What follows belongs to an exercise in optimizing a design on an open flow for small area, a short achievable clock period and few clock cycles; a production flow would make more cautious choices. In this exercise RTL edits were held to simulation tests only and were not proved equivalent to the original. Power is estimated from default activity; no workload was simulated.

===== flow/flow/run.sh =====
#!/bin/bash
set -euo pipefail
bash standard.sh "SETUP_SLACK_MARGIN=6" "BUFFER_PORTS_ARGS=-buffer_cell sky130_fd_sc_hd__buf_1" finish > standard.log 2>&1

===== flow/standard.sh =====
#!/bin/bash
# synth_recipe.tcl (not shown) runs the flow's synth.tcl, then flattens the netlist and writes it again
# the make line also repeats each setting of config.mk as NAME=value (left out here)
make -C /OpenROAD-flow-scripts/flow DESIGN_CONFIG=/design/flow/config.mk WORK_HOME=/design/flow/orfs CLKGATE_MAP_FILE= SYNTH_SCRIPT=/design/flow/synth_recipe.tcl "${@:-finish}"

===== flow/config.mk =====
export PLATFORM = sky130hd
export DESIGN_NAME = MU0
export DESIGN_NICKNAME = MU0
export VERILOG_FILES = /design/flow/design.v
export SDC_FILE = /design/flow/constraint.sdc
export NUM_CORES = 4
export LEC_CHECK = 0
export CAP_MARGIN = 20
export CORE_MARGIN = 2
export CORE_UTILIZATION = 40
export SLEW_MARGIN = 20

===== flow/constraint.sdc =====
create_clock -name core_clock -period 10.0 [get_ports {Clk}]
set_input_delay 2.0000 -clock core_clock [delete_from_list [all_inputs] [get_ports {Clk}]]
set_output_delay 2.0000 -clock core_clock [all_outputs]
set_load 0.01 [all_outputs]

===== flow/design.v =====
module MU0 ( Addr, Dout, Halted, Rd, Wr, cc, fetch, regC, Clk, Din,
     Reset, srcC );
output  Halted, Rd, Wr, fetch;
input  Clk, Reset;
output [11:0]  Addr;
output [1:0]  cc;
output [15:0]  Dout;
output [15:0]  regC;
input [15:0]  Din;
input [1:0]  srcC;
reg  [15:0] acc;
reg  [11:0] pc;      
reg  [11:0] sa;      
reg  [1:0]  op;      
reg         st;      
reg         hlt;     
wire        N = acc[15];
wire        Z = ~|acc;
wire [11:0] pc_inc = pc + 12'd1;
wire        fc   = ~st & ~hlt;                   
wire [2:0]  f    = Din[14:12];
wire        stp  = &f;
wire        take = f[2] & ~f[0] & (~f[1] | ~Z) |    
               f[2] & ~f[1] & f[0] & ~N;            
wire        is_sta = ~op[1] & op[0];
wire [15:0] alu = (acc & {16{op[1]}}) + (Din ^ {16{op[0]}}) + {15'd0, op[0]};
always @(posedge Clk or posedge Reset)
  if (Reset) begin
    acc <= 16'd0;
    pc  <= 12'd0;
    st  <= 1'b0;
    hlt <= 1'b0;
  end else begin
    st  <= fc & ~f[2];
    hlt <= hlt | fc & stp;
    if (st & ~is_sta) acc <= alu;
    if (fc & ~stp) pc <= take ? Din[11:0] : pc_inc;
  end
always @(posedge Clk) begin
  sa <= Din[11:0];
  op <= Din[13:12];
end
assign Addr   = st ? sa : pc;
assign Dout   = acc;
assign Rd     = ~Reset & ~hlt & ~(st & is_sta);
assign fetch  = ~Reset & fc;
assign Wr     = st & is_sta;
assign Halted = hlt | ~Reset & fc & stp;
assign cc     = {N, Z};
assign regC   = srcC[1] ? {14'd0, N, Z} :
                srcC[0] ? {4'd0, pc_inc} : acc;
endmodule

==> results of run 1 <==
state kept, by name (all words and copies together) (netlist names):
register	flops
acc	16
hlt	1
op	2
pc	12
sa	12
st	1
power groups by stage:
stage	registers (mW)	clock network (mW)	logic, mW
global placement	0.206	0	0.133
floorplan	0.202	0	0.106
CTS	0.202	0.140	0.148
global route	0.204	0.146	0.175
detailed placement	0.206	0	0.135
finish	0.203	0.137	0.159
routing by layer:
layer	up-vias	global-route usage, %
li1	1482	-
met1	1443	28.52
met5	-	0
met3	10	2.256
met4	0	6.618
met2	69	35.33
final timing paths:
kind,endpoint,startpoint
max,regC[15],srcC[0]
min reg2reg,pc[11],pc[11]
max reg2reg,acc[10],op[1]
min,pc[11],pc[11]
max in group asynchronous,st,Reset
min in group asynchronous,hlt,Reset
Yosys cell counts (2+ instances only):
library cell / number
o31ai_1: 2
clkbuf_1: 15
nand2_1: 45
nor3_1: 8
o21ai_0: 39
and3_1: 4
nand2b_1: 2
a211oi_1: 11
nor2_1: 28
o2111ai_1: 3
and4_1: 2
a31oi_1: 4
and3_4: 2
dfrtp_1: 30
o21a_1: 2
o22ai_1: 2
dfxtp_1: 14
and2_1: 19
nor4_1: 4
buf_6: 3
o21bai_1: 2
mux2_2: 5
a2bb2oi_1: 2
a21o_1: 7
a21oi_1: 20
a21oi_2: 2
buf_4: 4
nand3_1: 14
ha_1: 15
a22oi_1: 3
mux2i_1: 2
xor2_1: 16
xnor2_1: 19
inv_1: 14
final cells by class:
cell class	count	area share (%)
Sequential cell	44	25.78
Clock inverter	2	0.8739
Clock buffer	6	1.810
Inverter	14	1.311
Multi-Input combinational cell	304	53.43
Timing Repair Buffer	82	13.61
Tap cell	102	3.184
stage by stage:
step,power [mW],instances
after floorplan,0.3081,385
after global placement,0.3391,535
after detailed placement,0.3411,535
after CTS,0.4908,549
after global routing,0.5255,554
final,0.4989,554
cell families (layout without fill, tap and decap cells):
group	after synthesis	after routing	synth area share [%]
and+or+nand+nor	136	136	20.88
AOI/OAI and AO/OA	110	110	22.57
DFF	44	44	32.40
buffers and inverters	37	104	5.584
xor gates and xnor gates	35	35	9.634
adders and majority gates	16	16	6.528
muxes	7	7	2.399
worst max-delay path, delay by kind of cell:
family	cells	cell delay [ns]
simple gates	2	0.28
buf+inv	3	0.38
repair_timing:
action                                  in CTS  in global routing
setup buffers                                4                  4
resized for setup                           61                 14
endpoints found under the setup margin      23                 25
pin swaps                                    4                  9
cloned                                       2                  1
==> results.json, run 1 <==
{
  "synthFlopType": "dfrtp_1",
  "yosysSeqAreaShare_pct": 32.40,
  "antennaDiodeCount": 0,
  "fin_util_pct": 51.88,
  "finalInstanceArea_um2": 4009,
  "netlist_area_um2": 3182,
  "dpl.hpwl_mm": 6.267,
  "start_kind": "input pin",
  "min_period_over_period_pct": 46.73,
  "drt_iter0_drc": 163,
  "place_ws_ns": 4.645,
  "ant_nets": 0,
  "multi_input_area_um2": 2142,
  "place_area_um2": 3575,
  "skew_ns": 0.003974,
  "grt_pass1_wl_mm": 14.46,
  "syn_nets": 421,
  "nFillCells": 738,
  "portBuffers": 69,
  "drv_cap": 0,
  "p_sw_share_pct": 33.30,
  "syn-instance-count": 385,
  "fin_crit_ns": 4.673,
  "worstPathRequired_ns": 8.00,
  "synth_top_cell_area_share_pct": 23.59,
  "wl_met1_mm": 4.194,
  "ctsRootBufferMaster": "clkbuf_8",
  "initial_utilization_pct": 41.18,
  "detail_route.wl_per_cell_um": 16.42,
  "grt_use_total_pct": 21.03,
  "drive_gt1_share_pct": 21.46,
  "routed_wirelength_mm": 9.097,
  "fin_ws_ns": 5.327,
  "wl_met2_mm": 4.433,
  "combPwrFrac_pct": 31.9,
  "drv_slew": 0,
  "hold_buffers": 0,
  "cts_made_buffers": 5,
  "leakagePower_nw": 1.699,
  "synth_seq_cells": 44,
  "h-tree-depth": 2,
  "tightestPinTransition_ns": 0.8630,
  "reg2reg_setup_slack_ns": 7.21,
  "power_frac_seq_pct": 40.6,
  "grt_max_degree": 31,
  "regArea_um2": 1033,
  "yosysWarnings": 1,
  "grt_pass1_vias": 2881,
  "final_common_cell": "nand2_1",
  "finalSetupViolCount": 0,
  "peakVddDrop_uv": 64.18,
  "synth_area_leaders": "dfrtp_1 24%, dfxtp_1 8.8%, o21ai_0 6.1%, ha_1 5.9%, nand2_1 5.3%",
  "vias": 3004,
  "fmax_mhz": 214.0,
  "synth_edf_count": 0,
  "min_path_cells": 1,
  "coreArea_um2": 7727,
  "cts.sinks": 44,
  "layout_common_cells": "44 x nand2_1, 39 x buf_1, 35 x o21ai_0, 29 x dfrtp_1, 25 x nor2_1",
  "gp_congestion": 0.8879,
  "synth.avg_cell_area_um2": 8.264,
  "power_switching_mw": 0.1661,
  "drc": 0,
  "clockBufferDepth": 2,
  "hold_slack_ns": 0.5333,
  "antenna_found_initial": 0,
  "first_pass_iters": 4,
  "end_kind": "output port",
  "p_int_mw": 0.3328,
  "row_count": 32,
  "highest_layer": "met4",
  "cts.clk_slew.worst_paths_ns": 0.08,
  "die-area_um2": 8684,
  "tns_ns": 0,
  "hp-class": "reg -> reg",
  "areaGrowthSynthToFinish_pct": 25.99,
  "cpPeakStageDelay_ns": 0.14,
  "crit_type": "in -> out",
  "yosysTopAreaCell": "dfrtp_1",
  "rr_worst_depth": 11,
  "die_h_um": 93.19,
  "power.density_nw_per_um2": 124.4,
  "wl_met3_um": 360,
  "p_clk_share_pct": 27.5,
  "async_flop_share_pct": 68.18,
  "cp_max_fo": 6,
  "outcome": "no timing/DRC/antenna violations",
  "cts_tree": "done",
  "hold_viol": 0,
  "rsz0062_at_grt": "yes",
  "crit_slowest_cell": "buf_16",
  "avgViaCountPerCell": 5.422,
  "io_pins": 70,
  "clk_latency_ns": 0.30,
  "nets": 487,
  "ys_types": 55,
  "die_x_um": 93.19,
  "cp.arrival_ns": 2.67,
  "grt-ovfl-total": 0,
  "slew_headroom_pct": 42.33,
  "cp_cell_sequence": "buf_12 > buf_16 > nor2_4 > and2_1 > buf_2"
}
Testbench counts, summed over its fixed seeds: cycles 63,547.
==> inputs of run 2 (changes only) <==
==> flow/flow/run.sh (replaced) <==
#!/bin/bash
set -euo pipefail
bash standard.sh "SETUP_SLACK_MARGIN=5" "BUFFER_PORTS_ARGS=-buffer_cell sky130_fd_sc_hd__buf_1" finish > standard.log 2>&1
==> run 2 against run 1 <==
Sequential cell count unchanged. Critical path depth down 1. Still clean on timing, DRC and antenna. Largest power group unchanged. Global-route usage fell by 0.38 points. Highest routed layer unchanged.
==> results.json, run 2 <==
{
  "outcome": "no timing/DRC/antenna violations",
  "finalSetupViolCount": 0,
  "clockBufferDepth": 2,
  "cts_made_buffers": 5,
  "largest_reg_flops": 16,
  "die_x_um": 93.19,
  "nets": 475,
  "hold_slack_ns": 0.5398,
  "cp.arrival_ns": 2.87,
  "synthFlopType": "dfrtp_1",
  "grt_pass1_wl_mm": 13.96,
  "avgViaCountPerCell": 5.426,
  "final_common_cell": "buf_1",
  "antennaDiodeCount": 0,
  "top_regs": "acc: 16 flops, pc: 12 flops, sa: 12 flops",
  "gp_congestion": 0.8450,
  "row_count": 32,
  "drv_slew": 0,
  "ctsRootBufferMaster": "clkbuf_8",
  "drive_gt1_share_pct": 6.591,
  "rsz0062_at_grt": "no",
  "h-tree-depth": 2,
  "hold_viol": 0,
  "die-area_um2": 8684,
  "tns_ns": 0,
  "synth_top_cell_area_share_pct": 23.59,
  "async_flop_share_pct": 68.18,
  "nFillCells": 814,
  "grt_max_degree": 31,
  "worstReg2RegEnd": "acc[14]",
  "areaGrowthSynthToFinish_pct": 12.43,
  "cts.clk_slew.worst_paths_ns": 0.09,
  "detail_route.wl_per_cell_um": 15.80,
  "end_kind": "output port",
  "crit_slowest_cell": "buf_1",
  "synth_seq_cells": 44,
  "skew_ns": 0.006951,
  "critPathLaunch": "Din[14]",
  "peakVddDrop_uv": 76.32,
  "io_pins": 70,
  "yosysWarnings": 1,
  "layout_common_cells": "67 x buf_1, 45 x nand2_1, 39 x o21ai_0, 30 x dfrtp_1, 28 x nor2_1",
  "cpPeakStageDelay_ns": 0.26,
  "hp-class": "reg -> reg",
  "rr_startpoint": "op[0]",
  "grt_use_total_pct": 20.65,
  "syn-instance-count": 385,
  "power_mw": 0.4811,
  "die_h_um": 93.19,
  "first_pass_iters": 4,
  "fin_crit_ns": 4.872,
  "cp_cell_sequence": "buf_1 > nand3_1 > o31ai_1 > buf_1",
  "yosysSeqAreaShare_pct": 32.40,
  "drv_cap": 0,
  "fmax_mhz": 205.2,
  "routed_wirelength_mm": 8.561,
  "portBuffers": 69,
  "post_cts_resized": 5,
  "slew_headroom_pct": 33.93,
  "fin_util_pct": 46.29,
  "dpl.hpwl_mm": 6.307,
  "vias": 2941,
  "yosysMostFrequentCell": "nand2_1",
  "worstPathRequired_ns": 8.00,
  "netlist_area_um2": 3182,
  "ant_nets": 0,
  "cts.sinks": 44,
  "drc": 0,
  "start_kind": "input pin",
  "ys_types": 55,
  "regMostFlops": "acc",
  "rr_worst_depth": 9,
  "crit_type": "in -> out",
  "cts_tree": "done",
  "clk_latency_ns": 0.31,
  "grt-ovfl-total": 0,
  "min_period_over_period_pct": 48.72,
  "reg2reg_setup_slack_ns": 6.70,
  "cp_common_cell": "buf_1",
  "yosysTopAreaCell": "dfrtp_1",
  "drt_iter0_drc": 138,
  "initial_utilization_pct": 41.18,
  "post_cts_buffers": 0,
  "hold_buffers": 0,
  "synth_edf_count": 0,
  "yosys-top-cells-count": "45 x nand2_1, 39 x o21ai_0, 30 x dfrtp_1",
  "coreArea_um2": 7727,
  "syn_nets": 421,
  "grt_pass1_vias": 2862,
  "leakagePower_nw": 1.490,
  "tightestPinTransition_ns": 0.9897,
  "crit_end": "Halted",
  "synth.avg_cell_area_um2": 8.264,
  "power.density_nw_per_um2": 134.5,
  "cp_max_fo": 5,
  "antenna_found_initial": 0,
  "synth_area_leaders": "dfrtp_1 24%, dfxtp_1 8.8%, o21ai_0 6.1%, ha_1 5.9%, nand2_1 5.3%"
}
## run 2: how the worst min path moves through the flow
stage | from | end | slack (ns) | cells past startpoint
2_1_floorplan | hlt | st | 0.46 | 1
3_3_place_gp | pc[11] | pc[11] | 0.51 | 1
3_5_place_dp | pc[11] | pc[11] | 0.53 | 1
4_1_cts | hlt | st | 0.55 | 1
5_1_grt | hlt | st | 0.56 | 1
6_report | hlt | st | 0.54 | 1
## run 2: kinds of logic (layout without fill, tap and decap cells)
logic type      Yosys count  in the layout  share of synthesized area (%)
simple gates            136            136                          20.88
buf+inv                  37             92                          5.584
fa+ha+maj                16             16                          6.528
flops                    44             44                          32.40
mux                       7              7                          2.399
compound gates          110            110                          22.57
xor+xnor                 35             35                          9.634
## run 2: worst max-delay path, delay by kind of cell
| kind | cells | cell delay [ns] |
|---|---|---|
| buf+inv | 2 | 0.44 |
| compound gates | 1 | 0.22 |
| simple gates | 1 | 0.20 |
## run 2: report_power, final
part | switching (mW) | leakage, nW | internal [mW] | total [mW]
logic | 0.0796 | 0.977 | 0.0530 | 0.133
clock network | 0.0648 | 0.0614 | 0.0817 | 0.147
registers | 0.0150 | 0.451 | 0.187 | 0.202
total | 0.159 | 1.49 | 0.322 | 0.481
## run 2: routing by layer
metal	track usage, %	wire length (um)	share of wire, %	vias to the layer above
met5	0	0	0	-
met4	5.882	114	1.3	0
met3	4.271	502	5.9	10
met2	32.55	3892	45	77
met1	28.76	4052	47	1394
li1	-	-	-	1460
## run 2: metrics by stage
stage          instance area (um2)  std cells  setup slack [ns]
3_5_place_dp                  3451        534             4.695
2_1_floorplan                 3182        385             5.106
4_1_cts                       3575        542             5.088
5_1_grt                       3577        542             5.056
6_report                      3577        542             5.128
3_3_place_gp                  3451        534             4.726
## run 2: area by class of cell
cell class	instances	area (um2)	share of cell area, %
Multi-Input combinational cell	304	1973	55.16
Inverter	14	52.55	1.469
Timing Repair Buffer	70	271.5	7.590
Clock inverter	2	38.79	1.084
Clock buffer	6	82.58	2.308
Sequential cell	44	1031	28.82
Tap cell	102	127.6	3.568

what the ideal ports hide:
Ports are ideal in the flow. The routed layouts listed here were re-timed in OpenROAD.
Step 1: set_driving_cell puts a clkbuf_16 on Clk and a buf_2 on each other input, an assumption about the parent block.
Step 2 times the ports against the registers' clock, not the clock port: input delays grow and output delays shrink by t, the midpoint of the rising clock arrivals with the driver on.
Slacks: ideal / step 1 / step 2; pairs: ideal / step 1.
run	shift t [ns]	setup WS [ns]	cell pins on the clock port's net
run 1	0.324	5.327 / 5.282 / 5.282	1
run 2	0.336	5.128 / 5.106 / 5.106	1
After both steps every run listed still meets setup and hold. For run 1, which loses most, drivers alone change the setup slack by -0.045 ns; drivers and shift together by -0.045 ns.
